This is an optimization exercise on Yosys and OpenROAD, whose aim is a short achievable clock period and few clock cycles, not a production implementation.
Only simulation tests tie the RTL to the original design; equivalence was not proved.
No activity file was given, so power comes from the tool's default toggle rates.

### flow/config.mk
export PLATFORM = sky130hd
export DESIGN_NAME = ARM
export DESIGN_NICKNAME = ARM
export VERILOG_FILES = /design/flow/design.v
export SDC_FILE = /design/flow/constraint.sdc
export NUM_CORES = 8
export LEC_CHECK = 0
export CAP_MARGIN = 20
export CORE_MARGIN = 2
export CORE_UTILIZATION = 40
export SETUP_SLACK_MARGIN = 0.4
export SLEW_MARGIN = 20
### flow/constraint.sdc
create_clock -name core_clock -period 18.0 [get_ports {clk}]
set_input_delay 3.6000 -clock core_clock [delete_from_list [all_inputs] [get_ports {clk}]]
set_output_delay 3.6000 -clock core_clock [all_outputs]
set_load 0.01 [all_outputs]
### flow/design.v
module ARM (
	input clk,
	input rst,
	output [31:0] imem_addr,
	input  [31:0] imem_rdata,
	output [31:0] dmem_addr,
	output [31:0] dmem_wdata,
	output dmem_rd_en,
	output dmem_wr_en,
	input  [31:0] dmem_rdata,
	input  dmem_ready
);
	reg  [9:0]  pc;
	reg         fd_v;
	reg  [31:0] fd_ins;
	reg  [14:0] fd_oha, fd_ohb;    
	reg         fd_xa, fd_xb;      
	reg         fd_la, fd_lb;      
	reg         fd_pred;           
	reg         fd_zoff;           
	reg  [9:0]  fd_alt;            
	reg         de_v;
	reg  [3:0]  de_cond;
	reg         de_wr;             
	reg         de_ld, de_st, de_br, de_setf;
	reg  [3:0]  de_rd, de_ra, de_rm;
	reg         de_pred, de_zoff;
	reg  [9:0]  de_alt;
	reg         de_arith, de_invb, de_cin1, de_cinc, de_zext, de_linv;
	reg  [1:0]  de_lsel;
	reg  [32:0] de_a;              
	reg  [32:0] de_b;              
	reg  [31:0] de_sd;             
	reg         de_pa, de_pb, de_ps;    
	reg         de_pbs;                 
	reg         use_a, use_b, use_s;    
	reg  [6:0]  de_shf;                 
	reg         de_lch;                 
	reg  [3:0]  de_tag;                 
	reg         x_wr;
	reg  [3:0]  x_dst;
	reg  [31:0] x_val;
	reg         ld_v;
	reg  [3:0]  ld_dst;
	reg  [31:0] ld_q;
	reg  [31:0] ld_qs;             
	reg  [3:0]  flg;
	reg  [31:0] rf [0:14];
	reg  [14:0] pend;          
	reg  [3:0]  ptag [0:14];   
	reg  [3:0]  l_seq;         
	reg         o_rd, o_wr;
	reg  [31:0] o_addr, o_wdata;
	reg  [3:0]  o_dst, o_tag;
	reg         q_wr   [0:3];
	reg  [31:0] q_addr [0:3];
	reg  [31:0] q_data [0:3];
	reg  [3:0]  q_dst  [0:3];
	reg  [3:0]  q_tag  [0:3];
	reg  [1:0]  q_rp, q_wp;
	reg  [2:0]  q_cnt;
	wire fN = flg[3], fZ = flg[2], fC = flg[1], fV = flg[0];
	wire [15:0] ctab = {
		1'b0,                       
		1'b1,                       
		fZ | (fN != fV),            
		~fZ & (fN == fV),           
		fN != fV,                   
		fN == fV,                   
		~fC | fZ,                   
		fC & ~fZ,                   
		~fV, fV, ~fN, fN, ~fC, fC, ~fZ, fZ };
	wire        e_cond = ctab[de_cond];
	wire        e_go   = de_v & e_cond;           
	wire        e_hold = e_go & (de_pa | de_pb | de_ps);
	wire        e_ok   = e_go & ~e_hold;
	wire        cin = de_cin1 | (de_cinc & fC);
	wire [32:0] ea = use_a ? xa(ld_q, de_zext) : de_a;
	wire [32:0] eb = use_b ? xb(de_pbs ? ld_qs : ld_q, de_zext, de_invb) : de_b;
	wire [31:0] es = use_s ? ld_q : de_sd;
	wire [33:0] sum34 = {ea, 1'b1} + {eb, cin};
	wire [32:0] sum = sum34[33:1];
	wire [32:0] zc  = {ea[31:0] | eb[31:0], cin};
	wire        zsum = &(~(ea ^ eb ^ zc));
	reg  [31:0] lres;
	always @(*) begin
		case (de_lsel)
			2'd0: lres = ea[31:0] & eb[31:0];
			2'd1: lres = ea[31:0] | eb[31:0];
			2'd2: lres = ea[31:0] ^ eb[31:0];
			default: lres = eb[31:0];
		endcase
		if (de_linv) lres = ~lres;
	end
	wire [31:0] res  = de_arith ? sum[31:0] : lres;
	wire        nN   = res[31];
	wire        nC   = de_arith ? sum[32] : lres[31];
	wire        nZ   = de_arith ? zsum : ~|lres;
	wire        nV   = de_arith ? (sum[31] ^ sum[32]) : 1'b0;
	wire        e_qmem = e_go & (de_ld | de_st) & ~de_lch;    
	wire        e_mem  = e_qmem & ~e_hold;
	wire        e_ldw  = e_mem & de_ld;
	wire        e_aluw = e_ok & de_wr;
	wire        e_sets = e_go & de_setf;
	wire        mispredict = de_v & de_br & ~de_zoff & (e_cond != de_pred);
	wire [31:0] di   = fd_ins;
	wire [1:0]  dmode = di[27:26];
	wire        dI   = di[25];
	wire [3:0]  dop  = di[24:21];
	wire        dS   = di[20];
	wire [3:0]  drn  = di[19:16];
	wire [3:0]  drd  = di[15:12];
	wire [3:0]  drm  = di[3:0];
	wire d_dp    = dmode == 2'b00;
	wire d_mov   = dop == 4'b1101;
	wire d_mvn   = dop == 4'b1111;
	wire d_add   = dop == 4'b0100;
	wire d_adc   = dop == 4'b0101;
	wire d_sub   = dop == 4'b0010;
	wire d_sbc   = dop == 4'b0110;
	wire d_and   = dop == 4'b0000;
	wire d_orr   = dop == 4'b1100;
	wire d_eor   = dop == 4'b0001;
	wire d_cmp   = dop == 4'b1010;
	wire d_tst   = dop == 4'b1000;
	wire d_wrop  = d_mov | d_mvn | d_add | d_adc | d_sub | d_sbc | d_and | d_orr | d_eor;
	wire d_alu_w = d_dp & d_wrop;
	wire d_cmpt  = d_dp & dS & (d_cmp | d_tst);
	wire d_alu   = d_alu_w | d_cmpt;
	wire d_ld    = (dmode == 2'b01) & dS;
	wire d_st    = (dmode == 2'b01) & ~dS;
	wire d_mem   = dmode == 2'b01;
	wire d_br    = (dmode == 2'b10) & ~di[24];
	wire d_setf  = (d_alu_w & dS) | d_cmpt | d_ld;
	wire d_invb  = d_dp & (d_sub | d_sbc | d_cmp);
	wire d_zext  = d_dp & d_adc;
	wire d_use_a = (d_alu & ~d_mov & ~d_mvn) | d_mem;
	wire d_use_b = d_alu & ~dI & ~di[4];
	wire d_shift = d_use_b & (di[11:7] != 5'd0);
	wire [3:0] d_rbsel = d_st ? drd : drm;
	reg  [31:0] rfv [0:14];
	integer i;
	always @(*)
		for (i = 0; i < 15; i = i + 1)
			rfv[i] = rf[i];
	function [31:0] rdreg(input [14:0] oh);
		integer j;
		begin
			rdreg = 32'd0;
			for (j = 0; j < 15; j = j + 1)
				rdreg = rdreg | (rfv[j] & {32{oh[j]}});
		end
	endfunction
	wire [31:0] d_va = fd_xa ? x_val : fd_la ? ld_q : rdreg(fd_oha);
	wire [31:0] d_vb = fd_xb ? x_val : fd_lb ? ld_q : rdreg(fd_ohb);
	wire [4:0]  d_sh  = di[11:7];
	wire [1:0]  d_sty = di[6:5];
	wire [63:0] d_ror = {d_vb, d_vb} >> d_sh;
	wire [4:0]  d_rot = {di[11:8], 1'b0};
	wire [63:0] d_iror = {24'd0, di[7:0], 24'd0, di[7:0]} >> d_rot;
	reg  [31:0] d_op2;
	always @(*) begin
		if (d_mem)
			d_op2 = {{20{di[11]}}, di[11:0]};
		else if (dI)
			d_op2 = d_iror[31:0];
		else if (di[4])
			d_op2 = 32'd0;
		else case (d_sty)
			2'b00: d_op2 = d_vb << d_sh;
			2'b11: d_op2 = d_ror[31:0];
			default: d_op2 = d_vb >> d_sh;
		endcase
	end
	function fwd(input [3:0] r);
		fwd = e_go & de_wr & (de_rd == r);
	endfunction
	function pl(input [3:0] r, input [14:0] oh);
		pl = (|(pend & oh) & ~fwd(r)) |
		     (e_go & de_ld & (de_rd == r) & (r != 4'd15));
	endfunction
	wire d_pla = pl(drn, fd_oha);
	wire d_plb = pl(d_rbsel, fd_ohb);
	wire d_fwa = fwd(drn);
	wire d_fwb = fwd(d_rbsel);
	wire d_fa = d_use_a & d_fwa;
	wire d_fb = d_use_b & ~d_shift & d_fwb;
	wire d_fs = d_st & d_fwb;
	wire d_pa = d_use_a & d_pla;
	wire d_pb = d_use_b & d_plb;
	wire d_ps = d_st & d_plb;
	wire head_busy = o_rd | o_wr;
	wire served    = head_busy & dmem_ready;
	wire head_free = ~head_busy | served;
	wire q_nonempty = q_cnt != 3'd0;
	wire [3:0] q_tot = {1'b0, q_cnt} + {3'd0, head_busy} + {3'd0, e_qmem};
	wire stall = fd_v & (
		(d_shift & d_fwb) |
		(d_mem & (q_tot >= 4'd5)));
	wire [31:0] d_addr = d_va + {{20{di[11]}}, di[11:0]};
	wire [3:0] dcnd = di[31:28];
	wire d_ctrue = (dcnd == 4'd14) | (~e_sets & ctab[dcnd]);
	wire d_lok = fd_v & d_mem & d_ctrue & ~stall & ~mispredict &
	             ~d_pla & ~d_fwa & (d_ld | (~d_plb & ~d_fwb)) &
	             ~q_nonempty & ~e_qmem;
	wire launch = d_lok & ~e_hold & head_free;
	wire launch_ld = launch & d_ld;
	wire zf = e_sets ? nZ : fZ;
	wire d_zcond = (dcnd == 4'd0) | (dcnd == 4'd1);
	wire d_known = ~e_sets | d_zcond;
	wire d_taken = d_zcond ? (zf ^ dcnd[0]) : ctab[dcnd];
	wire d_fix = fd_v & d_br & ~fd_zoff & d_known & (d_taken != fd_pred);
	wire [31:0] fi = imem_rdata;
	wire        f_br = (fi[27:26] == 2'b10) & ~fi[24];
	wire        d_sets = fd_v & d_setf;
	wire        stable = ~d_sets & ~e_sets;
	wire [3:0]  fc = fi[31:28];
	reg  [15:0] pk_b, pk_f;
	integer c;
	always @(*) begin
		for (c = 0; c < 14; c = c + 1) begin
			if (c < 2) begin
				pk_b[c] = d_sets | (zf ^ c[0]);
				pk_f[c] = ~d_sets & (zf ^ c[0]);
			end else begin
				pk_b[c] = ~stable | ctab[c];
				pk_f[c] = stable & ctab[c];
			end
		end
		pk_b[14] = 1'b1; pk_f[14] = 1'b1;
		pk_b[15] = 1'b0; pk_f[15] = 1'b0;
	end
	wire        f_pred = f_br & (fi[23] ? pk_b[fc] : pk_f[fc]);
	wire [9:0]  pc1 = pc + 10'd1;
	wire [9:0]  f_tgt = pc1 + fi[9:0];
	wire [9:0]  f_next = f_pred ? f_tgt : pc1;
	wire [9:0]  f_alt  = f_pred ? pc1 : f_tgt;
	wire        f_st = (fi[27:26] == 2'b01) & ~fi[20];
	wire [3:0]  f_rb = f_st ? fi[15:12] : fi[3:0];
	wire [15:0] f_oha = 16'd1 << fi[19:16];
	wire [3:0]  n_ra = f_hold ? drn : fi[19:16];
	wire [3:0]  n_rb = f_hold ? d_rbsel : f_rb;
	wire [15:0] f_ohb = 16'd1 << f_rb;
	assign imem_addr = {22'd0, pc};
	assign dmem_addr  = o_addr;
	assign dmem_wdata = o_wdata;
	assign dmem_rd_en = o_rd;
	assign dmem_wr_en = o_wr;
	wire bypass_q  = head_free & ~q_nonempty & e_mem;    
	wire q_push    = e_mem & ~bypass_q;
	wire q_pop     = head_free & q_nonempty;
	wire [15:0] o_oh = 16'd1 << o_dst;
	wire e_lld = e_go & de_lch & de_ld;
	wire head_latest = (|(pend & o_oh[14:0]) & (ptag[o_dst] == o_tag)) |
	                   (e_lld & (de_tag == o_tag));
	wire head_wr = o_rd & head_latest;                  
	wire ld_wr = dmem_ready & head_wr;                  
	wire e_ld_to = e_qmem & de_ld;                      
	wire cap_da = dmem_ready & (head_wr & (o_dst == drn) & ~(e_ld_to & (de_rd == drn)));
	wire cap_db = dmem_ready & (head_wr & (o_dst == d_rbsel) & ~(e_ld_to & (de_rd == d_rbsel)));
	wire cap_ea = dmem_ready & (head_wr & (o_dst == de_ra));
	wire cap_eb = dmem_ready & (head_wr & (o_dst == de_rm));
	wire cap_es = dmem_ready & (head_wr & (o_dst == de_rd));
	wire        ls_e = e_hold & de_pb;
	wire [4:0]  ls_sh = ls_e ? de_shf[6:2] : di[11:7];
	wire [1:0]  ls_ty = ls_e ? de_shf[1:0] : di[6:5];
	wire [31:0] ls_in = dmem_rdata;
	wire [63:0] ls_ror = {ls_in, ls_in} >> ls_sh;
	reg  [31:0] ls_out;
	always @(*) begin
		case (ls_ty)
			2'b00: ls_out = ls_in << ls_sh;
			2'b11: ls_out = ls_ror[31:0];
			default: ls_out = ls_in >> ls_sh;
		endcase
	end
	function [32:0] xa(input [31:0] v, input zext);
		xa = {~zext & v[31], v};
	endfunction
	function [32:0] xb(input [31:0] v, input zext, input invb);
		xb = {33{invb}} ^ {~zext & v[31], v};
	endfunction
	wire        n_rd   = q_nonempty ? ~q_wr[q_rp] : e_mem ? de_ld : launch & d_ld;
	wire        n_wr   = q_nonempty ?  q_wr[q_rp] : e_mem ? de_st : launch & d_st;
	wire [31:0] n_addr = q_nonempty ? q_addr[q_rp] : e_mem ? sum[31:0] : d_addr;
	wire [31:0] n_data = q_nonempty ? q_data[q_rp] : e_mem ? es : d_vb;
	wire        f_take = f_pred & ~mispredict & ~f_hold & ~d_fix;
	wire [9:0]  pc_alt = mispredict ? de_alt : f_hold ? pc : d_fix ? fd_alt : pc1;
	wire advance = ~e_hold;           
	wire f_hold  = e_hold | stall;
	always @(posedge clk) begin
		if (rst) begin
			pc <= 10'd0;
			o_rd <= 1'b0; o_wr <= 1'b0;
			o_addr <= 32'd0; o_wdata <= 32'd0;
			o_dst <= 4'd0; o_tag <= 4'd0;
		end else begin
			pc <= f_take ? f_tgt : pc_alt;
			if (head_free) begin
				o_rd    <= n_rd;
				o_wr    <= n_wr;
				o_addr  <= n_addr;
				o_wdata <= n_data;
				o_dst   <= q_nonempty ? q_dst[q_rp]  : e_mem ? de_rd : drd;
				o_tag   <= q_nonempty ? q_tag[q_rp]  : l_seq;
			end
		end
	end
	integer k;
	always @(posedge clk or posedge rst) begin
		if (rst) begin
			fd_v <= 1'b0;
			de_v <= 1'b0;
			flg <= 4'd0;
			for (k = 0; k < 15; k = k + 1)
				rf[k] <= k;
			x_wr <= 1'b0;
			ld_v <= 1'b0;
			pend <= 15'd0;
			l_seq <= 4'd0;
			q_rp <= 2'd0; q_wp <= 2'd0; q_cnt <= 3'd0;
		end else begin
			if (mispredict)
				fd_v <= 1'b0;
			else if (!f_hold)
				fd_v <= ~d_fix;
			if (advance)
				de_v <= fd_v & ~stall & ~mispredict;
			if (e_ok & de_setf)
				flg <= {nN, nZ, nC, nV};
			if (ld_v && ld_dst != 4'd15) rf[ld_dst] <= ld_q;
			if (x_wr && x_dst != 4'd15) rf[x_dst] <= x_val;    
			x_wr <= e_aluw;
			ld_v <= ld_wr;
			if (ld_wr && o_dst != 4'd15) pend[o_dst] <= 1'b0;
			if (e_aluw && de_rd != 4'd15) pend[de_rd] <= 1'b0;
			if (e_ldw && de_rd != 4'd15) pend[de_rd] <= 1'b1;
			if (e_lld && !dmem_ready && de_rd != 4'd15) pend[de_rd] <= 1'b1;
			if (e_ldw | launch_ld) l_seq <= l_seq + 4'd1;
			if (q_push) q_wp <= q_wp + 2'd1;
			if (q_pop)  q_rp <= q_rp + 2'd1;
			q_cnt <= q_cnt + {2'd0, q_push} - {2'd0, q_pop};
		end
	end
	always @(posedge clk) begin
		if (rst) begin
			de_a <= 0;
			de_alt <= 0;
			de_arith <= 0;
			de_b <= 0;
			de_br <= 0;
			de_cin1 <= 0;
			de_cinc <= 0;
			de_cond <= 0;
			de_invb <= 0;
			de_lch <= 0;
			de_tag <= 0;
			de_ld <= 0;
			de_linv <= 0;
			de_lsel <= 0;
			de_pa <= 0;
			use_a <= 0;
			use_b <= 0;
			use_s <= 0;
			de_pb <= 0;
			de_pbs <= 0;
			de_pred <= 0;
			de_ps <= 0;
			de_ra <= 0;
			de_rd <= 0;
			de_rm <= 0;
			de_sd <= 0;
			de_setf <= 0;
			de_shf <= 0;
			de_st <= 0;
			de_wr <= 0;
			de_zext <= 0;
			de_zoff <= 0;
			fd_alt <= 0;
			fd_ins <= 0;
			fd_la <= 0;
			fd_lb <= 0;
			fd_oha <= 0;
			fd_ohb <= 0;
			fd_pred <= 0;
			fd_xa <= 0;
			fd_xb <= 0;
			fd_zoff <= 0;
		end else begin
			fd_xa <= e_aluw & (de_rd == n_ra);
			fd_xb <= e_aluw & (de_rd == n_rb);
			fd_la <= ld_wr & (o_dst == n_ra);
			fd_lb <= ld_wr & (o_dst == n_rb);
			if (~(f_hold | mispredict)) begin
				fd_ins  <= fi;
				fd_oha  <= f_oha[14:0];
				fd_ohb  <= f_ohb[14:0];
				fd_pred <= f_pred;
				fd_zoff <= fi[23:0] == 24'd0;
				fd_alt  <= f_alt;
			end
			if (advance) begin
				de_cond  <= di[31:28];
				de_wr    <= d_alu_w;
				de_ld    <= d_ld;
				de_st    <= d_st;
				de_br    <= d_br;
				de_setf  <= d_setf;
				de_rd    <= drd;
				de_ra    <= drn;
				de_rm    <= drm;
				de_pred  <= d_br & (fd_pred ^ d_fix);
				de_zoff  <= fd_zoff;
				de_alt   <= fd_alt;
				de_arith <= d_mem | (d_dp & (d_add | d_adc | d_sub | d_sbc | d_cmp));
				de_invb  <= d_invb;
				de_cin1  <= d_dp & (d_sub | d_cmp);
				de_cinc  <= d_dp & d_adc;
				de_zext  <= d_zext;
				de_lsel  <= (d_and | d_tst) ? 2'd0 : d_orr ? 2'd1 : d_eor ? 2'd2 : 2'd3;
				de_linv  <= d_mvn;
				de_a     <= d_fa ? xa(res, d_zext) : xa(d_va, d_zext);
				de_b     <= d_fb ? xb(res, d_zext, d_invb) :
				            xb(d_op2, d_zext, d_invb);
				de_sd    <= d_fs ? res : d_vb;
				de_pa    <= d_pa & ~cap_da;
				de_pb    <= d_pb & ~cap_db;
				de_ps    <= d_ps & ~cap_db;
				use_a    <= d_pa & cap_da;
				use_b    <= d_pb & cap_db;
				use_s    <= d_ps & cap_db;
				de_pbs   <= d_shift;
				de_shf   <= di[11:5];
				de_lch   <= launch;
				de_tag   <= l_seq;
			end else begin
				if (use_a) de_a  <= ea;
				if (use_b) de_b  <= eb;
				if (use_s) de_sd <= es;
				use_a <= de_pa & cap_ea;
				use_b <= de_pb & cap_eb;
				use_s <= de_ps & cap_es;
				if (de_pa & cap_ea) de_pa <= 1'b0;
				if (de_pb & cap_eb) de_pb <= 1'b0;
				if (de_ps & cap_es) de_ps <= 1'b0;
			end
		end
	end
	always @(posedge clk) begin
		x_dst  <= de_rd;
		x_val  <= res;
		ld_dst <= o_dst;
		ld_q   <= dmem_rdata;
		ld_qs  <= ls_out;
		if (e_ldw) ptag[de_rd] <= l_seq;
		if (e_lld) ptag[de_rd] <= de_tag;
		if (e_mem) begin
			q_wr[q_wp]   <= de_st;
			q_addr[q_wp] <= sum[31:0];
			q_data[q_wp] <= es;
			q_dst[q_wp]  <= de_rd;
			q_tag[q_wp]  <= l_seq;
		end
	end
endmodule
### flow/flow/run.sh
#!/bin/bash
# Layout flow: the standard ORFS flow (standard.sh, unchanged synthesis),
# with repair_timing asked for a setup margin so that it optimises the layout
# for a shorter period than the constraint's 18 ns, and the port buffers made
# with a regular buffer cell. The clock period and the SDC stay the design's.
set -euo pipefail
cd "$(dirname "${BASH_SOURCE[0]}")/.."
bash standard.sh SETUP_SLACK_MARGIN=13.5 \
  "BUFFER_PORTS_ARGS=-buffer_cell sky130_fd_sc_hd__buf_4" \
  finish > flow_make.log 2>&1
### flow/standard.sh
#!/bin/bash
# synth_recipe.tcl (not shown) runs the flow's synth.tcl, then flattens the netlist and writes it again
# the make line also repeats each setting of config.mk as NAME=value (left out here)
make -C /OpenROAD-flow-scripts/flow DESIGN_CONFIG=/design/flow/config.mk WORK_HOME=/design/flow/orfs CLKGATE_MAP_FILE= SYNTH_SCRIPT=/design/flow/synth_recipe.tcl "${@:-finish}"
==> qor.csv, run 1 <==
metric;value;unit
status;timing/DRC/antenna clean;
post-synth top area cell;dfrtp_1;
Seq/Total Area, Yosys;39.61;%
most frequent cells after synthesis;904 x nand2_1, 824 x a21oi_1, 711 x nor2_1;
worst r2r path cells;21;
core area;200300;um^2
Root Driver;clkbuf_16;
Detailed Place HPWL;278300;um
number of cell rows;164;
R2R Setup Slk;13.20;ns
share of synthesized registers carrying an async set or reset;39.75;%
CTS Hold Bufs;0;
GP Congestion;1.061;
initial drt markers;13370;
Post-synth EDFFs;352;
H-Tree Depth;4;
largest net degree at the start of global routing;135;
Power Density;130.7;nW/um^2
IO Pins;165;
Vias/cell;6.816;
Setup Crit Path Kind;reg -> out;
delay-heaviest family, CP;flip-flops;
number of global-route vias before repair;73119;
Worst setup startpoint;o_wr;
Max Slew Vio Count;0;
IO buf count;142;
worst-margin pin slew;1.139;ns
Max Fclk;201.8;MHz
width of the chip;453.5;um
Fin. Hold Viols;0;
placed cell area;85030;um^2
CP max FO;3;
post-synth top area share;15.05;%
Final period util;27.53;%
syn avg cell area;9.107;um^2
CP Cell Sequence;buf_6;
CP arrival;1.36;ns
DRT Pass-1 Iters;11;
Die ar.;205700;um^2
Critical Path End Type;output port;
layout cells sized above 1;22.01;%
WP buf/inv;1;
Critical R2R Launch;de_pbs;
initial antenna violation count;39;
Total GRT Usage;38.82;%
post-route insts no fill;11659;
RSZ-0062 raised after global routing;true;
most common cell in the netlist;nand2_1;
Leak Pwr;38.42;nW
drt wl/cell;35.73;um
routing usage on met2;54.37;%
GRT busiest layer;met2;
clock-pin slew on the worst setup and hold paths;0.06;ns
synth-to-layout area growth;20.30;%
worst hold path class;reg -> reg;
global route total overflow;0;
CTS tree;done;
# DRC;0;
M3 GR Usage;13.36;%
slowest stage cell, crit path;dfxtp_4;
setup TNS;0;ns
post-synthesis instance total;8875;
Slew HR;23.58;%
Critical Path End;dmem_wr_en;
Die Ht;453.5;um
Ys Warns;3;
register bit total from synthesis;1293;
Synth area leaders;dfrtp_1 15%, edfxtp_1 13%, dfxtp_1 11%, mux2i_1 8.6%, a21oi_1 5.1%;
fin crit period;4.956;ns
placed cells;11095;
Fin Clk Skew;0.06372;ns
synth unique cells;121;
FF-to-FF End;pc[9];
Worst setup SP type;flip-flop;
CTS Buffer Depth;3;
vias after detailed routing;79465;
Maximum Capacitance Violations;0;
first-pass GRT wire length;570500;um
Mapped Area;80820;um^2
Initial Utilization;40.36;%
Routed Antenna Nets;0;
Crit path largest cell delay;0.39;ns
Crit path depth;1;
Clock Latency Late Sink;0.86;ns
Final setup viols;0;
fin area;97230;um^2
worst IR drop on VDD;0.0001247;V
Worst EP required;14.40;ns
CTS sink count;1293;
ys flop type;dfrtp_1;
Detailed Route WL;416600;um
NumNets Final;9043;
GR Util met1;51.38;%
Num CTS Buffers;152;
## tightest hold or removal path, cell delays in order (launching register included)
cell	delay (ns)
dfxtp_1	0.31
nand2_1	0.05
a21oi_1	0.05
## layout by cell type, fill, tap and decap left out, drive strengths merged, types with 65 or more instances in the layout
cell type,n
a211oi,111
a21oi,825
a221oi,65
a22oi,523
and2,70
buf,669
clkbuf,207
dfrtp,486
dfxtp,427
edfxtp,352
ha,129
inv,174
mux2,105
mux2i,699
mux4,142
nand2,904
nand3,180
nand4,123
nor2,713
nor3,123
o211ai,145
o21ai,444
o22ai,91
xnor2,184
## cell type report
class	count	area, um^2
sequential	1293	32290
clock inverter	90	1318
clock buffer	196	4151
inverter	173	688.2
timing repair buffer	684	6834
multi-input combinational	6539	48560
tap	2656	3323
antenna	28	70.07
fill	18629	103000
## logic make-up (layout without fill, tap and decap cells)
kind of cell / Yosys count / count (layout) / share of synthesized area [%]
XOR/XNOR: 232 / 232 / 2.531
buffers and inverters: 1067 / 1143 / 5.338
flip-flops: 1293 / 1293 / 39.61
adder cells (fa/ha/maj): 133 / 133 / 2.096
other: 1 / 50 / 0.004640
AO/OA/AOI/OAI: 2797 / 2798 / 22.95
AND/OR/NAND/NOR: 2406 / 2408 / 13.37
multiplexers: 946 / 946 / 14.10
## worst min-delay path by stage
| stage | start | end | cells after the start |
|---|---|---|---|
| 6_report | de_br | de_br | 2 |
| 5_1_grt | de_alt[6] | de_alt[6] | 2 |
| 4_1_cts | de_br | de_br | 2 |
| 3_5_place_dp | de_alt[7] | de_alt[7] | 2 |
| 3_3_place_gp | de_alt[4] | de_alt[4] | 2 |
| 2_1_floorplan | o_dst[3] | ld_dst[3] | 0 |
## where the power goes
part	leakage, nW	switching [mW]	total (mW)	internal (mW)
sequential	13.8	0.701	4.23	3.53
combinational	21.9	3.14	5.07	1.93
clock	2.65	1.41	3.41	2.00
total	38.4	5.25	12.7	7.46
## state kept, by name, indices dropped and copies added, names as in the netlist, 33 cells and up, named ones only
| signal | count |
|---|---|
| q_data | 128 |
| de_b | 33 |
| q_addr | 128 |
| de_a | 33 |
| ptag | 60 |
| rf | 480 |
## repair_timing
item | CTS | global route
gates resized for setup | 616 | 334
cloned | 11 | 11
setup endpoints to repair | 840 | 395
setup buffers | 130 | 98
pin swaps | 76 | 133
## layer usage
metal	wire (um)	vias to the layer above
li1	-	32971
met1	161600	38904
met2	168800	6015
met3	55980	1547
met4	30060	28
met5	171	-
## metrics by stage
stage	setup slack, ns	power (mW)	hold slack, ns	utilization, %
after floorplan	12.20	6.613	0.3290	-
after global placement	10.82	8.427	0.4400	42.45
after detailed placement	10.77	8.455	0.4459	42.46
after CTS	12.99	12.24	0.4530	47.12
after global routing	13.03	13.06	0.4743	48.52
final	13.04	12.71	0.4512	48.55
Testbench counts, summed over its fixed seeds: cycles 39,596.
==> run 2: changes to the inputs <==
--- a/flow/design.v
+++ b/flow/design.v
@@ -234,3 +234,6 @@
 	wire [9:0]  pc1 = pc + 10'd1;
-	wire [9:0]  f_tgt = pc1 + fi[9:0];
+	wire [5:0]  ft_lo  = {1'b0, pc1[4:0]} + {1'b0, fi[4:0]};
+	wire [4:0]  ft_hi0 = pc1[9:5] + fi[9:5];
+	wire [4:0]  ft_hi1 = pc1[9:5] + fi[9:5] + 5'd1;
+	wire [9:0]  f_tgt = {ft_lo[5] ? ft_hi1 : ft_hi0, ft_lo[4:0]};
 	wire [9:0]  f_next = f_pred ? f_tgt : pc1;
==> qor.csv, run 2 <==
metric;value;unit;change
status;timing/DRC/antenna clean;;
Die Ht;450.0;um;-0.76%
NumNets Final;8927;;-1.3%
Worst setup startpoint;de_pbs;;
Slew HR;9.137;%;-14 points
Power Density;134.5;nW/um^2;+2.9%
Maximum Capacitance Violations;0;;unchanged
share of synthesized registers carrying an async set or reset;39.75;%;unchanged
Seq/Total Area, Yosys;40.23;%;+0.62 points
Setup Crit Path Kind;reg -> reg;;
Initial Utilization;40.27;%;-0.086 points
initial antenna violation count;37;;-5.1%
CTS sink count;1293;;unchanged
DRT Pass-1 Iters;9;;-2
CTS tree;done;;
Vias/cell;6.745;;-1.0%
Mapped Area;79580;um^2;-1.5%
Post-synth EDFFs;352;;unchanged
Num CTS Buffers;147;;-3.3%
Synth area leaders;dfrtp_1 15%, edfxtp_1 13%, dfxtp_1 11%, mux2i_1 9.9%, mux4_2 5.3%;;
Critical Path End Type;flip-flop;;
worst hold path depth;2;;unchanged
Root Driver;clkbuf_16;;
Fin Clk Skew;0.03559;ns;-0.02812 ns
RSZ-0062 raised after global routing;true;;
GP Congestion;1.057;;-0.41%
clock power share;25.2;%;-1.6 points
most common cell after layout, fill and taps aside;nand2_1;;
sw frac;41.50;%;+0.18 points
main combinational cell family by area after synthesis;compound AO/OA/AOI/OAI gates;;
Net Switching;5.377;mW;+2.4%
Critical R2R Launch;de_pbs;;
Worst setup SP type;flip-flop;;
Critical Path End;pc[5];;
final core utilization;48.75;%;+0.20 points
IO buf count;142;;unchanged
# fillers;18007;;-3.3%
Clock Latency Late Sink;0.86;ns;about the same
Int Pwr;7.580;mW;+1.6%
synth unique cells;99;;-18%
register bit total from synthesis;1293;;unchanged
# DRC;0;;unchanged
worst hold path class;reg -> reg;;
largest net degree at the start of global routing;121;;-10%
vias after detailed routing;77728;;-2.2%
worst-margin pin slew;1.354;ns;+0.2152 ns
core area;197600;um^2;-1.3%
Detailed Place HPWL;252600;um;-9.2%
IO Pins;165;;unchanged
Max Slew Vio Count;0;;unchanged
Min Hold Slack;0.4543;ns;+0.003069 ns
post-synth top area share;15.28;%;+0.23 points
Reg with most FFs;rf;;
Post-Synth Simple-Gate Area;13.07;%;-0.30 points
Pwr Total;12.96;mW;+2.0%
number of cell rows;163;;-0.61%
first-pass GRT wire length;543400;um;-4.7%
Detailed Route WL;393500;um;-5.6%
clock-pin slew on the worst setup and hold paths;0.06;ns;about the same
Worst EP required;18.75;ns;+4.35 ns
Final period util;27.84;%;+0.31 points
CP arrival;5.76;ns;+4.40 ns
FF-to-FF End;pc[5];;
Fin. Hold Viols;0;;unchanged
Die ar.;202500;um^2;-1.5%
number of global-route vias before repair;71562;;-2.1%
Top Registers;rf: 480 flops, q_addr: 128 flops, q_data: 128 flops;;
xor/xnor share of the synthesized area;2.531;%;about the same
H-Tree Depth;4;;unchanged
Total GRT Usage;37.06;%;-1.8 points
multiplexer area fraction after synthesis;16.67;%;+2.6 points
drt wl/cell;34.15;um;-4.4%
ys flop type;dfrtp_1;;
most frequent cells in the layout;994 x nand2_1, 753 x nor2_1, 719 x mux2i_1;;
post-synthesis instance total;8693;;-2.1%
Routed Antenna Nets;0;;unchanged
global route total overflow;0;;unchanged
width of the chip;450.0;um;-0.76%
Compound-Gate Fraction of Synth Area;20.10;%;-2.8 points
initial drt markers;12992;;-2.8%
most frequent cells after synthesis;1013 x nand2_1, 788 x mux2i_1, 785 x nor2_1;;
Ys Warns;3;;unchanged
Comb pwr share;41.0;%;+1.1 points
max reg flops;480;;unchanged
R2R Setup Slk;12.99;ns;-0.21 ns
layout cells sized above 1;22.36;%;+0.36 points
Leak Pwr;38.19;nW;-0.59%
CTS Buffer Depth;3;;unchanged
synth-to-layout area growth;21.06;%;
syn avg cell area;9.155;um^2;+0.53%
CP max FO;8;;+5
fin crit period;5.011;ns;+0.05510 ns
Final setup viols;0;;unchanged
Seq pwr share;33.8;%;+0.5 points
worst IR drop on VDD;0.0001052;V;-16%
worst r2r path cells;19;;-9.5%
most common cell in the netlist;nand2_1;;
fraction of the mapped netlist area in adder cells;2.170;%;+0.074 points
Max Fclk;199.6;MHz;-1.1%
setup TNS;0;ns;unchanged
post-synth top area cell;dfrtp_1;;
==> run 2: worst max-delay path, stage by stage, from the launching register on <==
cell and delay, ns:
dfxtp_4 0.42, buf_12 0.13, buf_16 0.15, buf_4 0.12, mux2i_1 0.29, xnor2_1 0.13, mux2_2 0.34, inv_1 0.11
ha_1 0.29, xnor2_1 0.15, nor4_1 0.29, nand4_1 0.27, or4_4 0.51, a21oi_4 0.18, a21o_1 0.16, nor2_4 0.06
a2111o_1 0.38, and3_4 0.23, a311o_4 0.40, o32ai_2 0.28
==> run 2: cells by family (layout without fill, tap and decap cells) <==
logic type	count (synthesis)	count (layout)
compound gates	2484	2486
xor+xnor	230	230
fa+ha+maj	135	135
buf+inv	1064	1195
flops	1293	1293
mux	1079	1079
other cells	1	55
simple gates	2407	2410
==> run 2: per-stage QoR <==
| stage | area, um^2 | setup WS, ns | std cells |
|---|---|---|---|
| 6_report | 96340 | 12.99 | 11523 |
| 5_1_grt | 96280 | 12.91 | 11497 |
| 4_1_cts | 93670 | 13.02 | 11374 |
| 3_5_place_dp | 83420 | 10.88 | 10899 |
| 3_3_place_gp | 83390 | 10.96 | 10899 |
| 2_1_floorplan | 80130 | 12.36 | 8714 |
==> run 2: layout make-up <==
cell class,instances,area [um^2],area share (%)
Timing Repair Buffer,716,7166,7.438
Clock buffer,201,4125,4.282
Timing Repair inverter,1,5.005,0.005195
Multi-Input combinational cell,6362,47530,49.33
Clock inverter,73,1035,1.074
Inverter,204,790.8,0.8208
Sequential cell,1293,32310,33.54
Tap cell,2640,3303,3.429
Antenna cell,33,82.58,0.08571
==> run 2: how the worst min path moves through the flow <==
| stage | from | end | slack [ns] |
|---|---|---|---|
| 3_3_place_gp | de_alt[1] | de_alt[1] | 0.44 |
| 4_1_cts | de_alt[8] | de_alt[8] | 0.45 |
| 5_1_grt | de_br | de_br | 0.47 |
| 2_1_floorplan | o_dst[2] | ld_dst[2] | 0.35 |
| 3_5_place_dp | de_alt[8] | de_alt[8] | 0.44 |
| 6_report | de_alt[8] | de_alt[8] | 0.45 |
==> run 2: routing by layer <==
| metal | wire length (um) | track usage [%] |
|---|---|---|
| met3 | 53480 | 11.91 |
| met2 | 158800 | 51.98 |
| met1 | 150100 | 49.02 |
| met4 | 30740 | 23.56 |
| met5 | 353 | 0 |
==> run 2: power groups by stage <==
stage	combinational [mW]	clock, mW	sequential, mW
after floorplan	2.94	0	3.92
after global placement	4.30	0	4.34
after detailed placement	4.34	0	4.36
after CTS	4.85	3.28	4.34
after global routing	5.51	3.40	4.42
final	5.31	3.27	4.38
==> run 2: what timing repair did <==
action                                  in CTS  in global routing
hold buffers                                 0                  0
endpoints found under the setup margin    1006                455
buffers inserted                           185                108
resized for setup                          756                290
gates cloned                                16                  8
pin swaps                                  126                120
Testbench counts of run 2, summed over its fixed seeds: cycles 39,596.
==> run 3: changes to the inputs <==
--- a/flow/config.mk
+++ b/flow/config.mk
@@ -9,3 +9,6 @@
 export CORE_MARGIN = 2
-export CORE_UTILIZATION = 40
+export CORE_UTILIZATION = 55
+export CTS_CLUSTER_DIAMETER = 120
+export CTS_CLUSTER_SIZE = 18
+export PLACE_DENSITY = 0.68
 export SETUP_SLACK_MARGIN = 0.4
==> qor.csv, run 3 <==
metric;value;unit;change
status;timing/DRC/antenna clean;;
max reg flops;480;;unchanged
worst hold path class;reg -> reg;;
Seq/Total Area, Yosys;40.23;%;unchanged
pre-CTS WS;10.85;ns;-0.03240 ns
Setup Crit Path Kind;reg -> reg;;
Vias/cell;7.355;;+9.0%
Reg with most FFs;rf;;
worst-margin pin slew;1.255;ns;-0.09853 ns
Final setup viols;0;;unchanged
width of the chip;384.4;um;-15%
initial drt markers;14245;;+9.6%
fin crit period;5.083;ns;+0.07170 ns
most common cell in the netlist;nand2_1;;
GP Congestion;1.089;;+3.0%
most common cell after layout, fill and taps aside;nand2_1;;
final core utilization;64.51;%;+16 points
number of global-route vias before repair;71038;;-0.73%
DRT Pass-1 Iters;29;;+20
Total GRT Usage;48.69;%;+12 points
largest net degree at the start of global routing;90;;-26%
Die Ht;384.4;um;-15%
Most common cell on crit path;xnor2_1;;
Maximum Capacitance Violations;0;;unchanged
CP max FO;20;;+12
most frequent cells after synthesis;1013 x nand2_1, 788 x mux2i_1, 785 x nor2_1;;
Final period util;28.24;%;+0.40 points
CP Cell Sequence;buf_4 > mux2i_2 > xnor2_1 > mux2_4 > inv_1 > ha_1 > xnor2_1 > nor4_2 > nand4_1 > or4_4 > a21oi_2 > a21o_1 > nor2_4 > a2111o_1 > buf_6 > nand3_4 > mux2_2 > o32ai_2;;
Fin Clk Skew;0.06086;ns;+0.02527 ns
vias after detailed routing;78192;;+0.60%
post-synth top area share;15.28;%;unchanged
layout cells sized above 1;20.78;%;-1.6 points
Die ar.;147800;um^2;-27%
CTS sink count;1293;;unchanged
global route total overflow;0;;unchanged
ys flop type;dfrtp_1;;
H-Tree Depth;3;;-1
core area;143700;um^2;-27%
post-synthesis instance total;8693;;unchanged
Worst EP required;18.65;ns;-0.10 ns
clock-pin slew on the worst setup and hold paths;0.09;ns;+0.03 ns
NumNets Final;8827;;-1.1%
Max Slew Vio Count;0;;unchanged
post-synth top area cell;dfrtp_1;;
Post-synth EDFFs;352;;unchanged
Power Density;127.2;nW/um^2;-5.4%
Leak Pwr;36.65;nW;-4.0%
RSZ-0062 raised after global routing;true;;
slowest stage cell, crit path;or4_4;;
Top Registers;rf: 480 flops, q_addr: 128 flops, q_data: 128 flops;;
Worst setup SP type;flip-flop;;
Detailed Route WL;375600;um;-4.5%
WP buf/inv;3;;-1
Ys Warns;3;;unchanged
Num CTS Buffers;82;;-44%
IO buf count;142;;unchanged
IO Pins;165;;unchanged
worst IR drop on VDD;0.00008279;V;-21%
Mapped Area;79580;um^2;unchanged
Clock Latency Late Sink;0.77;ns;-0.09 ns
post-route insts no fill;10631;;-7.7%
Pwr Total;11.79;mW;-9.0%
Fin. Hold Viols;0;;unchanged
register bit total from synthesis;1293;;unchanged
synth-to-layout area growth;16.45;%;
CTS tree;done;;
most frequent cells in the layout;988 x nand2_1, 755 x nor2_1, 703 x mux2i_1;;
setup ws final;12.92;ns;-0.07170 ns
share of synthesized registers carrying an async set or reset;39.75;%;unchanged
setup TNS;0;ns;unchanged
drt wl/cell;35.33;um;+3.5%
first-pass GRT wire length;520200;um;-4.3%
CP arrival;5.73;ns;-0.03 ns
Initial Utilization;55.40;%;+15 points
initial antenna violation count;35;;-5.4%
Synth area leaders;dfrtp_1 15%, edfxtp_1 13%, dfxtp_1 11%, mux2i_1 9.9%, mux4_2 5.3%;;
CTS Hold Bufs;0;;unchanged
Crit path largest cell delay;0.56;ns;+0.05 ns
delay-heaviest family, CP;simple AND/OR/NAND/NOR gates;;
number of cell rows;139;;-15%
placed cells;10155;;-6.8%
syn avg cell area;9.155;um^2;unchanged
# DRC;0;;unchanged
Root Driver;clkbuf_16;;
CTS Buffer Depth;3;;unchanged
Slew HR;13.92;%;+4.8 points
synth unique cells;99;;unchanged
Detailed Place HPWL;240200;um;-4.9%
Critical Path End Type;flip-flop;;
Routed Antenna Nets;0;;unchanged
Max Fclk;196.7;MHz;-1.4%
-- run 3: cell types whose count changed in the layout (fill, tap and decap cells not counted), sizes merged, moves of 5 or more --
cell / before / now
diode: 33 / 38
clkbuf: 209 / 150
clkinv: 40 / 8
inv: 208 / 203
bufinv: 19 / 0
buf: 701 / 666
clkinvlp: 11 / 3
-- run 3: power by group --
group          total (mW)  internal (mW)  leakage [nW]  switching (mW)
clock network        1.98          0.883          1.15            1.10
logic                5.40           2.11          21.7            3.29
registers            4.41           3.60          13.8           0.808
total                11.8           6.59          36.7            5.20
-- run 3: worst paths after layout --
check / startpoint / end / slack, ns / depth (start not counted)
max: ld_q[24] / pc[5] / 12.92 / 18
min: de_alt[7] / de_alt[7] / 0.46 / 2
max reg2reg: ld_q[24] / pc[5] / 12.92 / 18
min reg2reg: de_alt[7] / de_alt[7] / 0.46 / 2
max in group asynchronous: rst / rf[9][31] / 13.64 / 6
min in group asynchronous: rst / flg[1] / 3.07 / 3
-- run 3: per-layer routing --
layer  vias up  global-route usage (%)  share of wire, %
li1      31781                       -                 -
met4        50                   30.64               8.3
met5         -                       0              0.18
met1     37532                   62.66                35
met2      6965                   66.94                40
met3      1864                   20.78                16
-- run 3: cell families (layout without fill, tap and decap cells) --
logic type | count (synthesis) | in the layout | share of synthesized area (%)
simple gates | 2407 | 2409 | 13.07
fa+ha+maj | 135 | 135 | 2.170
flops | 1293 | 1293 | 40.23
buf+inv | 1064 | 1036 | 5.229
compound gates | 2484 | 2486 | 20.10
mux | 1079 | 1079 | 16.67
xor+xnor | 230 | 230 | 2.531
other cells | 1 | 60 | 0.004712
-- run 3: worst reg2reg max path, delay by kind of cell (launching register included) --
kind	cells	cell delay (ns)
muxes	3	0.83
adders and majority gates	1	0.30
buffers and inverters	3	0.59
DFF	1	0.31
and+or+nand+nor	5	1.39
xor gates and xnor gates	2	0.64
AOI/OAI and AO/OA	4	0.92
-- run 3: final cells by class --
class                           count  area [um^2]
Clock inverter                     10        150.1
Tap cell                         1903         2381
Sequential cell                  1293        32290
Multi-Input combinational cell   6361        47650
Inverter                          204        780.7
Clock buffer                      139         2287
Fill cell                       11670        50980
Timing Repair Buffer              683         7038
Antenna cell                       38        95.09
-- run 3: through the flow --
step           area (um^2)  hold slack, ns
4_1_cts              89630          0.4570
3_5_place_dp         82450          0.4466
5_1_grt              92590          0.4788
3_3_place_gp         82400          0.4360
2_1_floorplan        80130          0.3540
6_report             92670          0.4578
-- run 3: what timing repair did --
action / 4_1_cts / 5_1_grt
gates resized for setup: 727 / 336
hold endpoints to repair: 0 / 0
setup endpoints to repair: 956 / 503
pin swaps: 131 / 146
setup buffers: 149 / 115
gates cloned: 14 / 10
==> run 4: changes to the inputs <==
--- a/flow/design.v
+++ b/flow/design.v
@@ -36,2 +36,3 @@
 	reg         use_a, use_b, use_s;    
+	reg  [3:0]  de_stag;                
 	reg  [6:0]  de_shf;                 
@@ -43,2 +44,4 @@
 	reg         ld_v;
+	reg         ld_any;            
+	reg  [3:0]  ld_tag;
 	reg  [3:0]  ld_dst;
@@ -58,3 +61,4 @@
 	reg  [3:0]  q_dst  [0:3];
-	reg  [3:0]  q_tag  [0:3];
+	reg  [3:0]  q_tag  [0:3];      
+	reg         q_pd   [0:3];      
 	reg  [1:0]  q_rp, q_wp;
@@ -74,3 +78,3 @@
 	wire        e_go   = de_v & e_cond;           
-	wire        e_hold = e_go & (de_pa | de_pb | de_ps);
+	wire        e_hold = e_go & (de_pa | de_pb);
 	wire        e_ok   = e_go & ~e_hold;
@@ -99,2 +103,15 @@
 	wire        nV   = de_arith ? (sum[31] ^ sum[32]) : 1'b0;
+	wire [32:0] zcf  = {de_a[31:0] | de_b[31:0], cin};
+	wire        zsf  = &(~(de_a ^ de_b ^ zcf));
+	reg  [31:0] lrf;
+	always @(*) begin
+		case (de_lsel)
+			2'd0: lrf = de_a[31:0] & de_b[31:0];
+			2'd1: lrf = de_a[31:0] | de_b[31:0];
+			2'd2: lrf = de_a[31:0] ^ de_b[31:0];
+			default: lrf = de_b[31:0];
+		endcase
+	end
+	wire        nZf2 = de_arith ? zsf : (de_linv ? &lrf : ~|lrf);    
+	wire        zk   = ~(use_a | use_b);
 	wire        e_qmem = e_go & (de_ld | de_st) & ~de_lch;    
@@ -191,2 +208,9 @@
 	wire d_ps = d_st & d_plb;
+	reg  [3:0]  d_stag;
+	always @(*) begin
+		if (e_go & de_ld & (de_rd == drd))
+			d_stag = de_lch ? de_tag : l_seq;
+		else
+			d_stag = ptag[drd];
+	end
 	wire head_busy = o_rd | o_wr;
@@ -207,5 +231,6 @@
 	wire launch_ld = launch & d_ld;
-	wire zf = e_sets ? nZ : fZ;
+	wire zf = e_sets ? nZf2 : fZ;
+	wire zfk = ~e_sets | zk;           
 	wire d_zcond = (dcnd == 4'd0) | (dcnd == 4'd1);
-	wire d_known = ~e_sets | d_zcond;
+	wire d_known = ~e_sets | (d_zcond & zk);
 	wire d_taken = d_zcond ? (zf ^ dcnd[0]) : ctab[dcnd];
@@ -222,4 +247,4 @@
 			if (c < 2) begin
-				pk_b[c] = d_sets | (zf ^ c[0]);
-				pk_f[c] = ~d_sets & (zf ^ c[0]);
+				pk_b[c] = 1'b1;
+				pk_f[c] = 1'b0;
 			end else begin
@@ -232,3 +257,4 @@
 	end
-	wire        f_pred = f_br & (fi[23] ? pk_b[fc] : pk_f[fc]);
+	wire        f_zc   = f_br & ~d_sets & zfk & (fc[3:1] == 3'd0);
+	wire        f_pred = f_zc ? (zf ^ fc[0]) : f_br & (fi[23] ? pk_b[fc] : pk_f[fc]);
 	wire [9:0]  pc1 = pc + 10'd1;
@@ -288,5 +314,10 @@
 	wire [31:0] n_addr = q_nonempty ? q_addr[q_rp] : e_mem ? sum[31:0] : d_addr;
-	wire [31:0] n_data = q_nonempty ? q_data[q_rp] : e_mem ? es : d_vb;
-	wire        f_take = f_pred & ~mispredict & ~f_hold & ~d_fix;
-	wire [9:0]  pc_alt = mispredict ? de_alt : f_hold ? pc : d_fix ? fd_alt : pc1;
+	wire        n_pd   = q_nonempty ? q_pd[q_rp] : e_mem & de_st & de_ps;
+	wire [3:0]  n_ptg  = q_nonempty ? q_tag[q_rp] : de_stag;
+	wire [31:0] n_pdat = (o_rd & (o_tag == n_ptg)) ? dmem_rdata : ld_q;
+	wire [31:0] n_data = n_pd ? n_pdat : q_nonempty ? q_data[q_rp] : e_mem ? es : d_vb;
+	wire        d_fix_e = d_fix & ~mispredict & ~f_hold;
+	wire        f_take = f_pred & ~mispredict & ~f_hold;
+	wire [9:0]  pc_alt = mispredict ? de_alt : f_hold ? pc : pc1;
+	wire [9:0]  pc_o   = f_take ? f_tgt : pc_alt;
 	wire advance = ~e_hold;           
@@ -300,3 +331,3 @@
 		end else begin
-			pc <= f_take ? f_tgt : pc_alt;
+			pc <= d_fix_e ? fd_alt : pc_o;
 			if (head_free) begin
@@ -321,2 +352,3 @@
 			ld_v <= 1'b0;
+			ld_any <= 1'b0;
 			pend <= 15'd0;
@@ -337,2 +369,3 @@
 			ld_v <= ld_wr;
+			ld_any <= o_rd & dmem_ready;
 			if (ld_wr && o_dst != 4'd15) pend[o_dst] <= 1'b0;
@@ -367,2 +400,3 @@
 			use_s <= 0;
+			de_stag <= 0;
 			de_pb <= 0;
@@ -434,2 +468,3 @@
 				use_s    <= d_ps & cap_db;
+				de_stag  <= d_stag;
 				de_pbs   <= d_shift;
@@ -456,2 +491,3 @@
 		ld_q   <= dmem_rdata;
+		ld_tag <= o_tag;
 		ld_qs  <= ls_out;
@@ -459,2 +495,7 @@
 		if (e_lld) ptag[de_rd] <= de_tag;
+		for (k = 0; k < 4; k = k + 1)
+			if (q_pd[k] && ld_any && q_tag[k] == ld_tag) begin
+				q_data[k] <= ld_q;
+				q_pd[k]   <= 1'b0;
+			end
 		if (e_mem) begin
@@ -464,3 +505,4 @@
 			q_dst[q_wp]  <= de_rd;
-			q_tag[q_wp]  <= l_seq;
+			q_tag[q_wp]  <= de_st ? de_stag : l_seq;
+			q_pd[q_wp]   <= de_st & de_ps;
 		end
--- a/flow/config.mk
+++ b/flow/config.mk
@@ -9,6 +9,3 @@
 export CORE_MARGIN = 2
-export CORE_UTILIZATION = 55
-export CTS_CLUSTER_DIAMETER = 120
-export CTS_CLUSTER_SIZE = 18
-export PLACE_DENSITY = 0.68
+export CORE_UTILIZATION = 40
 export SETUP_SLACK_MARGIN = 0.4
==> qor.csv, run 4 <==
metric;value;unit;change
Num CTS Buffers;153;;+87%
Die Ht;464.7;um;+21%
worst hold path startpoint;o_tag[2];;
CTS tree;done;;
post-synth top area cell;dfrtp_1;;
RSZ-0062 raised after global routing;true;;
number of global-route vias before repair;80544;;+13%
CP max FO;5;;-75%
drt wl/cell;34.43;um;-2.6%
Routed Antenna Nets;0;;unchanged
# DRC;0;;unchanged
pre-CTS WS;11.01;ns;+0.1580 ns
FF-to-FF End;pc[9];;
final core utilization;48.22;%;-16 points
status;timing/DRC/antenna clean;;
Worst setup SP type;input port;;
initial drt markers;13951;;-2.1%
clock-pin slew on the worst setup and hold paths;0.06;ns;-0.03 ns
Fin. Hold Viols;0;;unchanged
Detailed Route WL;442500;um;+18%
most frequent cells after synthesis;1213 x nor2_1, 1208 x a21oi_1, 965 x nand2_1;;
fin crit period;4.972;ns;-0.1105 ns
vias after detailed routing;86551;;+11%
setup TNS;0;ns;unchanged
ys flop type;dfrtp_1;;
Detailed Place HPWL;289100;um;+20%
GP Congestion;1.054;;-3.2%
CP arrival;5.76;ns;+0.03 ns
share of synthesized registers carrying an async set or reset;39.31;%;-0.44 points
Post-synth EDFFs;356;;+1.1%
worst hold path depth;0;;-2
synth unique cells;115;;+16%
Reg with most FFs;rf;;
synth-to-layout area growth;20.13;%;
Die ar.;215900;um^2;+46%
Total GRT Usage;39.28;%;-9.4 points
placed cell area;89190;um^2;+8.2%
post-synthesis instance total;9868;;+14%
setup ws final;13.03;ns;+0.1105 ns
IO buf count;142;;unchanged
CTS Buffer Depth;3;;unchanged
NumNets Final;10141;;+15%
worst-margin pin slew;1.182;ns;-0.07337 ns
Worst EP required;18.79;ns;+0.14 ns
post-route insts no fill;12851;;+21%
width of the chip;464.7;um;+21%
Min Hold Slack;0.4525;ns;-0.005337 ns
R2R Setup Slk;13.20;ns;+0.28 ns
Critical Path End Type;flip-flop;;
DRT Pass-1 Iters;11;;-62%
placed cells;12216;;+20%
max reg flops;480;;unchanged
largest net degree at the start of global routing;84;;-6.7%
Leak Pwr;39.48;nW;+7.7%
Power Density;126.6;nW/um^2;-0.46%
first-pass GRT wire length;614000;um;+18%
Initial Utilization;40.14;%;-15 points
register bit total from synthesis;1310;;+1.3%
Critical R2R Launch;de_lsel[0];;
Final period util;27.62;%;-0.61 points
Final setup viols;0;;unchanged
Fin Clk Skew;0.08089;ns;+0.02003 ns
number of cell rows;169;;+22%
Mapped Area;84890;um^2;+6.7%
fin area;102000;um^2;+10%
global route total overflow;0;;unchanged
Top Registers;rf: 480 flops, q_addr: 128 flops, q_data: 128 flops;;
most common cell in the netlist;nor2_1;;
worst r2r path cells;13;;-5
most frequent cells in the layout;1189 x nor2_1, 1160 x a21oi_1, 919 x nand2_1;;
Hold Path End;ld_tag[2];;
Vias/cell;6.735;;-8.4%
Pwr Total;12.91;mW;+9.5%
initial antenna violation count;39;;+11%
Setup Crit Path Kind;in -> reg;;
most common cell after layout, fill and taps aside;nor2_1;;
Slew HR;21.09;%;+7.2 points
layout cells sized above 1;20.26;%;-0.52 points
CTS sink count;1310;;+1.3%
Maximum Capacitance Violations;0;;unchanged
Root Driver;clkbuf_16;;
worst hold path class;reg -> reg;;
Max Fclk;201.1;MHz;+2.2%
Max Slew Vio Count;0;;unchanged
syn avg cell area;8.602;um^2;-6.0%
H-Tree Depth;4;;+1
Synth area leaders;dfrtp_1 14%, edfxtp_1 13%, dfxtp_1 10%, a21oi_1 7.1%, mux2i_1 6.7%;;
post-synth top area share;14.36;%;-0.93 points
Seq/Total Area, Yosys;38.17;%;-2.1 points
worst IR drop on VDD;0.0001087;V;+31%
IO Pins;165;;unchanged
core area;211500;um^2;+47%
Ys Warns;3;;unchanged
Clock Latency Late Sink;0.89;ns;+0.12 ns
-- run 4: changes by cell type in the layout (fill, tap and decap cells not counted), moves of 34 or more --
cell / change
ha_1: +64
a211oi_1: +98
mux2i_1: -177
clkbuf_16: +65
inv_1: +89
a21oi_1: +474
xnor2_1: +86
o211ai_1: -45
buf_4: +88
clkbuf_8: +34
mux2_2: -34
nor2_1: +434
nand2_1: -69
o21ai_0: +36
-- run 4: cell type report --
type,instances,area (um^2)
antenna,24,60.06
clock inverter,54,795.8
inverter,289,1117
fill,19789,109500
tap,2821,3530
timing repair buffer,779,7694
timing repair inverter,1,8.758
clock buffer,232,4509
multi-input combinational,7341,51570
sequential,1310,32690
-- run 4: power breakdown --
group	leakage [nW]	internal [mW]	switching, mW
logic	23.0	2.03	3.33
clock network	2.57	1.89	1.42
registers	14.0	3.56	0.689
-- run 4: logic make-up after synthesis --
| family | Yosys count | share of synthesized area, % |
|---|---|---|
| compound gates | 3146 | 23.24 |
| xor+xnor | 306 | 3.173 |
| fa+ha+maj | 199 | 2.977 |
| buf+inv | 1248 | 5.802 |
| flops | 1310 | 38.17 |
| mux | 826 | 12.38 |
| other cells | 1 | 0.004418 |
| simple gates | 2832 | 14.25 |
-- run 4: worst max-delay path by stage --
stage / end / from / cells after the start
after floorplan: de_b[12] / rst / 6
after global placement: rf[14][11] / rst / 5
after global routing: pc[9] / imem_rdata[26] / 13
after detailed placement: rf[14][11] / rst / 5
final: pc[9] / imem_rdata[26] / 12
after CTS: dmem_wr_en / o_wr / 1
-- run 4: routing by layer --
metal  part of all wire, %  track usage, %  vias to the layer above  routed length (um)
met2                    42           56.95                     6684              185900
met4                   8.5           27.81                       30               37690
met3                    13           13.38                     1833               58440
li1                      -               -                    36071                   -
met5                 0.094               0                        -                 414
met1                    36           48.69                    41933              160000
-- run 4: critical path, stage by stage --
cell,delay (ns)
buf_8,0.10
nor3b_4,0.25
nor2b_4,0.20
buf_6,0.10
buf_6,0.09
buf_4,0.11
o2111ai_4,0.10
and3_4,0.24
o2bb2ai_4,0.16
or2_4,0.35
mux2_4,0.33
o21ai_2,0.11
-- run 4: what timing repair did --
item,4_1_cts,5_1_grt
hold buffers,0,0
buffers inserted,212,86
endpoints found under the setup margin,840,327
pin swaps,128,139
gates resized for setup,724,261
cloned,23,4
Testbench counts of run 4, summed over its fixed seeds: cycles 39,140.
==> run 5: changes to the inputs <==
--- a/flow/flow/run.sh
+++ b/flow/flow/run.sh
@@ -7,3 +7,3 @@
 cd "$(dirname "${BASH_SOURCE[0]}")/.."
-bash standard.sh SETUP_SLACK_MARGIN=13.5 \
+bash standard.sh SETUP_SLACK_MARGIN=13.2 \
   "BUFFER_PORTS_ARGS=-buffer_cell sky130_fd_sc_hd__buf_4" \
==> qor.csv, run 5 <==
metric;value;unit;change
# DRC;0;;unchanged
Detailed Route WL;432800;um;-2.2%
synth-to-layout area growth;15.38;%;
fin crit period;5.145;ns;+0.1729 ns
initial drt markers;13279;;-4.8%
placed cell area;88620;um^2;-0.64%
CTS Hold Bufs;0;;unchanged
GP Congestion;1.042;;-1.1%
Power Density;126.9;nW/um^2;+0.27%
status;timing/DRC/antenna clean;;
ys flop type;dfrtp_1;;
worst IR drop on VDD;0.0001049;V;-3.5%
placed cells;12183;;-0.27%
clock-pin slew on the worst setup and hold paths;0.06;ns;about the same
Post-synth EDFFs;356;;unchanged
Mapped Area;84890;um^2;unchanged
Total GRT Usage;38.29;%;-0.99 points
worst hold path startpoint;de_alt[0];;
CP arrival;5.88;ns;+0.12 ns
Seq/Total Area, Yosys;38.17;%;unchanged
most common cell after layout, fill and taps aside;nor2_1;;
register bit total from synthesis;1310;;unchanged
Pwr Total;12.43;mW;-3.7%
Top Registers;rf: 480 flops, q_addr: 128 flops, q_data: 128 flops;;
Routed Antenna Nets;0;;unchanged
CTS sink count;1310;;unchanged
Fin Clk Skew;0.06753;ns;-0.01337 ns
Die ar.;215900;um^2;unchanged
Reg with most FFs;rf;;
Root Driver;clkbuf_16;;
number of cell rows;169;;unchanged
width of the chip;464.7;um;unchanged
Fin. Hold Viols;0;;unchanged
Detailed Place HPWL;287700;um;-0.47%
drt wl/cell;34.25;um;-0.53%
post-synth top area cell;dfrtp_1;;
first-pass GRT wire length;598400;um;-2.5%
Die Ht;464.7;um;unchanged
Maximum Capacitance Violations;0;;unchanged
number of global-route vias before repair;78686;;-2.3%
CTS Buffer Depth;3;;unchanged
global route total overflow;0;;unchanged
Clock Latency Late Sink;0.90;ns;about the same
Worst setup startpoint;fd_ohb[4];;
Worst setup SP type;flip-flop;;
post-route insts no fill;12638;;-1.7%
final core utilization;46.32;%;-1.9 points
syn avg cell area;8.602;um^2;unchanged
CTS tree;done;;
Critical R2R Launch;fd_ohb[4];;
Final period util;28.59;%;+0.96 points
vias after detailed routing;84544;;-2.3%
post-synth top area share;14.36;%;unchanged
H-Tree Depth;4;;unchanged
# fillers;20113;;+1.6%
initial antenna violation count;33;;-15%
Critical Path End Type;flip-flop;;
Initial Utilization;40.14;%;unchanged
IO buf count;142;;unchanged
NumNets Final;9945;;-1.9%
Max Slew Vio Count;0;;unchanged
layout cells sized above 1;16.46;%;-3.8 points
Setup Crit Path Kind;reg -> reg;;
synth unique cells;115;;unchanged
Slew HR;11.19;%;-9.9 points
Num CTS Buffers;153;;unchanged
worst hold path class;reg -> reg;;
Ys Warns;3;;unchanged
Synth area leaders;dfrtp_1 14%, edfxtp_1 13%, dfxtp_1 10%, a21oi_1 7.1%, mux2i_1 6.7%;;
Leak Pwr;37.99;nW;-3.8%
RSZ-0062 raised after global routing;true;;
max reg flops;480;;unchanged
Vias/cell;6.690;;-0.67%
setup TNS;0;ns;unchanged
fin area;97940;um^2;-4.0%
worst-margin pin slew;1.323;ns;+0.1413 ns
share of synthesized registers carrying an async set or reset;39.31;%;unchanged
CP max FO;18;;+13
Worst EP required;18.73;ns;-0.06 ns
most frequent cells in the layout;1195 x nor2_1, 1183 x a21oi_1, 930 x nand2_1;;
post-synthesis instance total;9868;;unchanged
largest net degree at the start of global routing;167;;+99%
most frequent cells after synthesis;1213 x nor2_1, 1208 x a21oi_1, 965 x nand2_1;;
most common cell in the netlist;nor2_1;;
DRT Pass-1 Iters;10;;-1
Max Fclk;194.4;MHz;-3.4%
IO Pins;165;;unchanged
Final setup viols;0;;unchanged
core area;211500;um^2;unchanged
[run 5: final cells by class]
cell class / count / area (um^2) / share of cell area [%]
Multi-Input combinational cell: 7335 / 49730 / 50.77
Sequential cell: 1310 / 32690 / 33.37
Timing Repair Buffer: 590 / 5700 / 5.820
Clock buffer: 212 / 4250 / 4.340
Tap cell: 2821 / 3530 / 3.604
Inverter: 289 / 1104 / 1.127
Clock inverter: 70 / 917.1 / 0.9364
Antenna cell: 11 / 27.53 / 0.02811
[run 5: final timing paths]
check	slack [ns]	end	depth (start not counted)
max in group asynchronous	13.35	rf[10][10]	6
setup reg to reg	12.85	de_b[12]	14
min in group asynchronous	2.89	q_rp[0]	2
setup / recovery	12.85	de_b[12]	14
hold / removal	0.46	de_alt[0]	2
hold reg to reg	0.46	de_alt[0]	2
[run 5: cells by family after synthesis]
family,Yosys count,share of synthesized area (%)
AOI/OAI and AO/OA,3146,23.24
xor gates and xnor gates,306,3.173
adders and majority gates,199,2.977
buffers and inverters,1248,5.802
DFF,1310,38.17
muxes,826,12.38
other,1,0.004418
and+or+nand+nor,2832,14.25
[run 5: layer usage]
| metal | wire (um) | GRT usage (%) | up-vias |
|---|---|---|---|
| li1 | - | - | 35629 |
| met1 | 160800 | 48.18 | 41023 |
| met2 | 182500 | 56.58 | 6108 |
| met3 | 52970 | 11.21 | 1750 |
| met4 | 36290 | 25.95 | 34 |
| met5 | 235 | 0.08913 | - |
[run 5: timing repair]
action                     in CTS  in global routing
pin swaps                      24                 49
resized for setup             453                175
setup endpoints to repair     821                450
buffers inserted               68                 81
gates cloned                    4                  9
[run 5: through the flow]
step | hold slack, ns | setup WS [ns]
after floorplan | 0.3540 | 12.21
after global placement | 0.4382 | 10.32
after detailed placement | 0.4449 | 10.26
after CTS | 0.4553 | 13.00
after global routing | 0.4757 | 12.91
final | 0.4552 | 12.85
[run 5: worst max-delay path, cell delays in order, from the launching register on]
cell and delay, ns:
dfxtp_2 0.81, buf_4 0.53, a22oi_1 0.16, nand2_1 0.09, o31ai_1 0.09, buf_4 0.19
a32oi_1 0.65, o221ai_1 0.24, nor3_1 0.99, a21oi_1 0.25, mux2i_1 0.25, a311oi_1 0.17
a21oi_1 0.23, xnor2_1 0.21, a21oi_1 0.11
[run 5: report_power, final]
part | switching [mW] | internal (mW)
Sequential | 0.736 | 3.55
Combinational | 3.09 | 1.79
Clock | 1.44 | 1.82

==> re-timing with driven ports <==
The flow's constraints put no driver on any port. The routed layouts listed below were extracted and timed again, unchanged, in two steps. Step 1 assumes that a clkbuf_16 drives the clock port and a buf_2 every other input. Step 2, shift: input delay + t, output delay - t, t = (earliest + latest rising clock arrival at the registers) / 2. This alone moves slack from input paths to output paths. a / b / c = ideal / step 1 / step 2; a / b = the first two.
| run | t, ns | slack for setup (ns) | worst setup path after step 2 | clock arrival spread, ns | worst data-port slew with drivers (ns) |
|---|---|---|---|---|---|
| run 1 | 0.912 | 13.044 / 12.958 / 12.237 | input to register | 0.064 / 0.064 | 0.21 |
| run 2 | 0.931 | 12.989 / 12.962 / 12.292 | input to register | 0.037 / 0.037 | 0.19 |
| run 3 | 0.825 | 12.917 / 12.917 / 12.241 | input to register | 0.061 / 0.061 | 0.22 |
| run 4 | 0.949 | 13.028 / 12.933 / 12.138 | input to register | 0.081 / 0.080 | 0.21 |
| run 5 | 0.972 | 12.855 / 12.855 / 12.042 | input to register | 0.068 / 0.067 | 0.19 |
After both steps every run listed still meets setup and hold. For run 4, which loses most, drivers alone change the setup slack by -0.095 ns; drivers and shift together by -0.890 ns.
